This is an optimization exercise on Yosys and OpenROAD, whose aim is small area, a short achievable clock period and few clock cycles, not a production implementation.
In this exercise RTL edits were held to simulation tests only and were not proved equivalent to the original.
No activity file was given, so power comes from the tool's default toggle rates.

==> flow/design.v <==
module pcnext (
    input      [12:2]  pc_lo,      
    input      [31:13] hi,         
    input      [31:13] hi_inc,     
    input      [31:13] hi_dec,     
    input      [31:0]  instr,      
    input              kill,       
    input      [31:2]  pc_other,   
    output     [31:2]  tgt,        
    output     [31:2]  pc_next
);
    wire s   = instr[31];
    wire jal = instr[6:2] == 5'b11011 && instr[19:12] == {8{s}};
    wire bbr = instr[6:2] == 5'b11000 && (instr[19:15] == instr[24:20] ? ~(instr[12] ^ instr[14]) : (s | instr[12]));
    wire [11:0] lo_j = {1'b0, pc_lo} + {1'b0, instr[12], instr[20], instr[30:22]};
    wire [11:0] lo_b = {1'b0, pc_lo} + {1'b0, s, instr[7], instr[30:25], instr[11:9]};
    wire [31:13] up_j = s ? (lo_j[11] ? hi : hi_dec) : (lo_j[11] ? hi_inc : hi);
    wire [31:13] up_b = s ? (lo_b[11] ? hi : hi_dec) : (lo_b[11] ? hi_inc : hi);
    assign tgt     = instr[3] ? {up_j, lo_j[10:0]} : {up_b, lo_b[10:0]};
    assign pc_next = ((jal | bbr) & ~kill) ? tgt : pc_other;
endmodule
module riscv(
    input            clk,
    input            rst_n,
    input    [31:0]  Instr,
    input    [31:0]  ReadData,
    output   [31:0]  PC,
    output           MemWriteEn,
    output   [31:0]  MemDataAdr,
    output   [31:0]  WriteData
);
    reg  [31:2] pc_f;
    reg         d_valid;
    reg  [31:0] d_instr;
    reg  [31:2] d_pc;
    reg         e_valid, e_kill, e_wen, e_br, e_jalr, e_load, e_store;
    reg         e_alu, e_xsel, e_sub, e_sra, e_pred, e_fa, e_fb, e_fsd;
    reg  [2:0]  e_f3;
    reg  [4:0]  e_rd;
    reg  [31:0] e_a, e_b, e_sd;
    reg  [31:2] e_x;         
    reg         m_wen, m_load, m_store;
    reg  [4:0]  m_rd;
    reg  [31:0] m_res, m_adr, m_sd;
    wire [31:0] wb_data = m_load ? ReadData : m_res;
    assign MemDataAdr = m_adr;
    assign WriteData  = m_sd;
    assign MemWriteEn = m_store;
    assign PC         = {pc_f, 2'b00};
    wire ev    = e_valid & ~e_kill;
    wire e_wr  = e_wen   & ~e_kill;
    wire [31:0] i   = d_instr;
    wire [4:0]  op  = i[6:2];
    wire [2:0]  f3  = i[14:12];
    wire [4:0]  rd  = i[11:7];
    wire [4:0]  rs1 = i[19:15];
    wire [4:0]  rs2 = i[24:20];
    wire is_lui   = op == 5'b01101;
    wire is_auipc = op == 5'b00101;
    wire is_jal   = op == 5'b11011;
    wire is_jalr  = op == 5'b11001;
    wire is_br    = op == 5'b11000;
    wire is_load  = op == 5'b00000;
    wire is_store = op == 5'b01000;
    wire is_alui  = op == 5'b00100;
    wire is_alur  = op == 5'b01100;
    wire use_rs1  = is_jalr | is_br | is_load | is_store | is_alui | is_alur;
    wire use_rs2  = is_br | is_store | is_alur;
    wire wr_rd    = (is_lui | is_auipc | is_jal | is_jalr | is_load | is_alui | is_alur) && rd != 5'd0;
    wire [31:0] imm_i = {{20{i[31]}}, i[31:20]};
    wire [31:0] imm_s = {{20{i[31]}}, i[31:25], i[11:7]};
    wire [31:2] imm_b = {{20{i[31]}}, i[7], i[30:25], i[11:9]};
    wire [31:2] imm_j = {{12{i[31]}}, i[19:12], i[20], i[30:22]};
    wire jalr_fast = is_jalr & e_wr & e_xsel & (rs1 == e_rd);
    wire        jal_long = is_jal && i[19:12] != {8{i[31]}};
    wire [31:2] jalr_tgt = (jalr_fast ? e_x : d_pc) +
                           (is_jal ? imm_j : is_br ? imm_b : is_auipc ? {i[31:12], 10'd0} : imm_i[31:2]);
    wire [31:2] d_pc4    = d_pc + 30'd1;
    wire        d_pred = is_br & (rs1 == rs2 ? ~(i[12] ^ i[14]) : (i[31] | i[12]));
    wire        d_sub  = is_alur & f3 == 3'b000 & i[30];
    reg  [31:0] rf [1:31];
    reg  [31:1] rf_v;
    reg  [31:0] rf1, rf2;
    integer n;
    always @(posedge clk)
        if (m_wen) rf[m_rd] <= wb_data;
    always @(posedge clk or negedge rst_n)
        if (!rst_n) rf_v <= 31'd0;
        else if (m_wen) rf_v[m_rd] <= 1'b1;
    always @(*) begin
        rf1 = 32'd0;
        rf2 = 32'd0;
        for (n = 1; n < 32; n = n + 1) begin
            rf1 = rf1 | ({32{rs1 == n && rf_v[n]}} & rf[n]);
            rf2 = rf2 | ({32{rs2 == n && rf_v[n]}} & rf[n]);
        end
    end
    wire [31:0] rs1v = (m_wen && m_rd == rs1) ? wb_data : rf1;
    wire [31:0] rs2v = (m_wen && m_rd == rs2) ? wb_data : rf2;
    wire stall = d_valid & e_load & e_wr &
                 ((use_rs1 && rs1 == e_rd) || (use_rs2 && rs2 == e_rd));
    wire [31:0] A  = e_fa  ? m_res : e_a;
    wire [31:0] B  = e_fb  ? m_res : e_b;
    wire [31:0] SD = e_fsd ? m_res : e_sd;
    wire [33:0] sum2 = {1'b0, A, e_sub} + {1'b0, B ^ {32{e_sub}}, e_sub};    
    wire [31:0] sum  = sum2[32:1];
    wire [31:0] x   = A ^ B;
    wire        eq  = A == B;
    wire        ltu = A < B;
    wire        lt  = $signed(A) < $signed(B);
    wire        shl = ~e_f3[2];
    reg  [31:0] sh_in_r, sh_out_r;
    integer k;
    always @(*) for (k = 0; k < 32; k = k + 1) sh_in_r[k] = A[31-k];
    wire [31:0] sh_in  = shl ? sh_in_r : A;
    wire [31:0] sh_out = $signed({e_sra & A[31], sh_in}) >>> B[4:0];
    always @(*) for (k = 0; k < 32; k = k + 1) sh_out_r[k] = sh_out[31-k];
    wire [31:0] shres = shl ? sh_out_r : sh_out;
    reg  [31:0] alu;
    always @(*) begin
        case (e_f3)
            3'b000:  alu = sum;
            3'b010:  alu = {31'd0, lt};
            3'b011:  alu = {31'd0, ltu};
            3'b100:  alu = x;
            3'b110:  alu = A | B;
            3'b111:  alu = A & B;
            default: alu = shres;
        endcase
    end
    wire [31:0] e_res = e_xsel ? {e_x, 2'b00} : e_alu ? alu : sum;
    wire taken = e_f3[2] ? ((e_f3[1] ? ltu : lt) ^ e_f3[0]) : (eq ^ e_f3[0]);
    wire e_redirect = ev & (e_jalr | (e_br & (taken != e_pred)));
    wire [31:2] e_tgt = e_jalr ? sum[31:2] : e_x;
    wire d_redirect = d_valid & ~stall & (jalr_fast | jal_long);
    wire [31:2] f_pc4 = pc_f + 30'd1;
    wire [31:2] pc_other = stall ? d_pc : d_redirect ? jalr_tgt : f_pc4;
    wire [31:2] f_tgt, pc_fd;
    wire [31:13] hi_inc = pc_f[31:13] + 19'd1;
    wire [31:13] hi_dec = pc_f[31:13] - 19'd1;
    pcnext u_pcn (
        .pc_lo (pc_f[12:2]), .hi (pc_f[31:13]), .hi_inc (hi_inc), .hi_dec (hi_dec),
        .instr (Instr), .kill (stall | d_redirect),
        .pc_other (pc_other), .tgt (f_tgt), .pc_next (pc_fd)
    );
    wire [31:2] pc_next = e_redirect ? e_tgt : pc_fd;
    always @(posedge clk or negedge rst_n) begin
        if (!rst_n) begin
            pc_f    <= 30'd0;
            d_valid <= 1'b0;
        end else begin
            pc_f    <= pc_next;
            d_valid <= ~(e_redirect | stall | d_redirect);
        end
    end
    always @(posedge clk) begin
        d_instr <= Instr;
        d_pc    <= pc_f;
    end
    wire d_go = d_valid & ~stall;
    always @(posedge clk or negedge rst_n) begin
        if (!rst_n) begin
            e_valid <= 1'b0; e_kill <= 1'b0; e_wen <= 1'b0; e_br <= 1'b0; e_jalr <= 1'b0;
            e_load  <= 1'b0; e_store <= 1'b0;
        end else begin
            e_valid <= d_go;
            e_kill  <= e_redirect;
            e_wen   <= d_go & wr_rd;
            e_br    <= d_go & is_br;
            e_jalr  <= d_go & is_jalr & ~jalr_fast;
            e_load  <= d_go & is_load;
            e_store <= d_go & is_store;
        end
    end
    always @(posedge clk) begin
        e_alu  <= is_alui | is_alur;
        e_xsel <= is_lui | is_auipc | is_jal | is_jalr;
        e_sub  <= d_sub;
        e_sra  <= i[30];
        e_pred <= d_pred;
        e_f3   <= f3;
        e_rd   <= rd;
        e_a    <= rs1v;
        e_b    <= (is_alur | is_br) ? rs2v : is_store ? imm_s : imm_i;
        e_sd   <= rs2v;
        e_x    <= is_lui ? {i[31:12], 10'd0} : (is_auipc | (is_br & ~d_pred)) ? jalr_tgt : d_pc4;
        e_fa   <= e_wr && use_rs1 && rs1 == e_rd;
        e_fb   <= e_wr && (is_alur | is_br) && rs2 == e_rd;
        e_fsd  <= e_wr && is_store && rs2 == e_rd;
    end
    always @(posedge clk or negedge rst_n) begin
        if (!rst_n) begin
            m_wen   <= 1'b0;
            m_store <= 1'b0;
        end else begin
            m_wen   <= e_wr;
            m_store <= e_store & ~e_kill;
        end
    end
    always @(posedge clk) begin
        m_load <= e_load;
        m_rd   <= e_rd;
        m_res  <= e_res;
        m_adr  <= sum;
        m_sd   <= SD;
    end
endmodule
export LEC_CHECK = 0
export CAP_MARGIN = 20
export CORE_MARGIN = 2
export CORE_UTILIZATION = 50
export CTS_BUF_LIST = sky130_fd_sc_hd__clkbuf_16
export CTS_CLUSTER_DIAMETER = 80
export CTS_CLUSTER_SIZE = 25
export SLEW_MARGIN = 20
export SYNTH_HIERARCHICAL = 1
create_clock -name core_clock -period 16.0 [get_ports {clk}]
standard.sh (not shown) runs the stock make flow with config.mk's settings and CLKGATE_MAP_FILE= SYNTH_SCRIPT=/design/flow/synth_recipe.tcl, a recipe that flattens the netlist after the stock synthesis.
==> flow/flow/run.sh <==
#!/bin/bash
set -euo pipefail
MARGIN=$(cat flow/margin.txt)
TNS=$(cat flow/tns.txt)
bash standard.sh SETUP_SLACK_MARGIN=$MARGIN TNS_END_PERCENT=$TNS \
  "BUFFER_PORTS_ARGS=-buffer_cell sky130_fd_sc_hd__buf_4" finish > make_finish.log 2>&1
==> flow/flow/margin.txt <==
11.3
==> flow/flow/tns.txt <==
100
Testbench counts at the start, summed over its fixed seeds: cycles 83,013.
Change:
--- a/flow/config.mk
+++ b/flow/config.mk
@@ -11,3 +11 @@
-export CTS_BUF_LIST = sky130_fd_sc_hd__clkbuf_16
-export CTS_CLUSTER_DIAMETER = 80
-export CTS_CLUSTER_SIZE = 25
+export CTS_BUF_LIST = sky130_fd_sc_hd__clkbuf_8
Area after synthesis is unchanged.
Global-route usage came out higher by 0.48 points.
Sequential cell count is unchanged.
Non-clock buffer count came out higher by 9.
Count of clock-buffer cells in the layout rose by 151.
Power climbs by 8.0%.

## afterwards: timing with drivers on the ports
Ports are ideal in the flow. The routed layouts listed here were re-timed in OpenROAD. Step 1, drivers: a clkbuf_16 drives clk and a buf_2 each remaining input, both assumed. Step 2 also shifts input and output timing later by t, the mid clock arrival at the registers, as if the neighbouring blocks saw the same clock. a / b / c = ideal / step 1 / step 2; a / b = the first two.
run | t (ns) | slack for setup (ns) | worst setup path at the end | clock arrival spread, ns
the first run | 0.822 | 11.155 / 11.193 / 10.372 | input to register | 0.056 / 0.057
the second run | 1.066 | 11.172 / 11.097 / 10.244 | input to register | 0.076 / 0.076
After both steps every run listed still meets setup and hold. For the second run, which loses most, drivers alone change the setup slack by -0.075 ns; drivers and shift together by -0.928 ns.
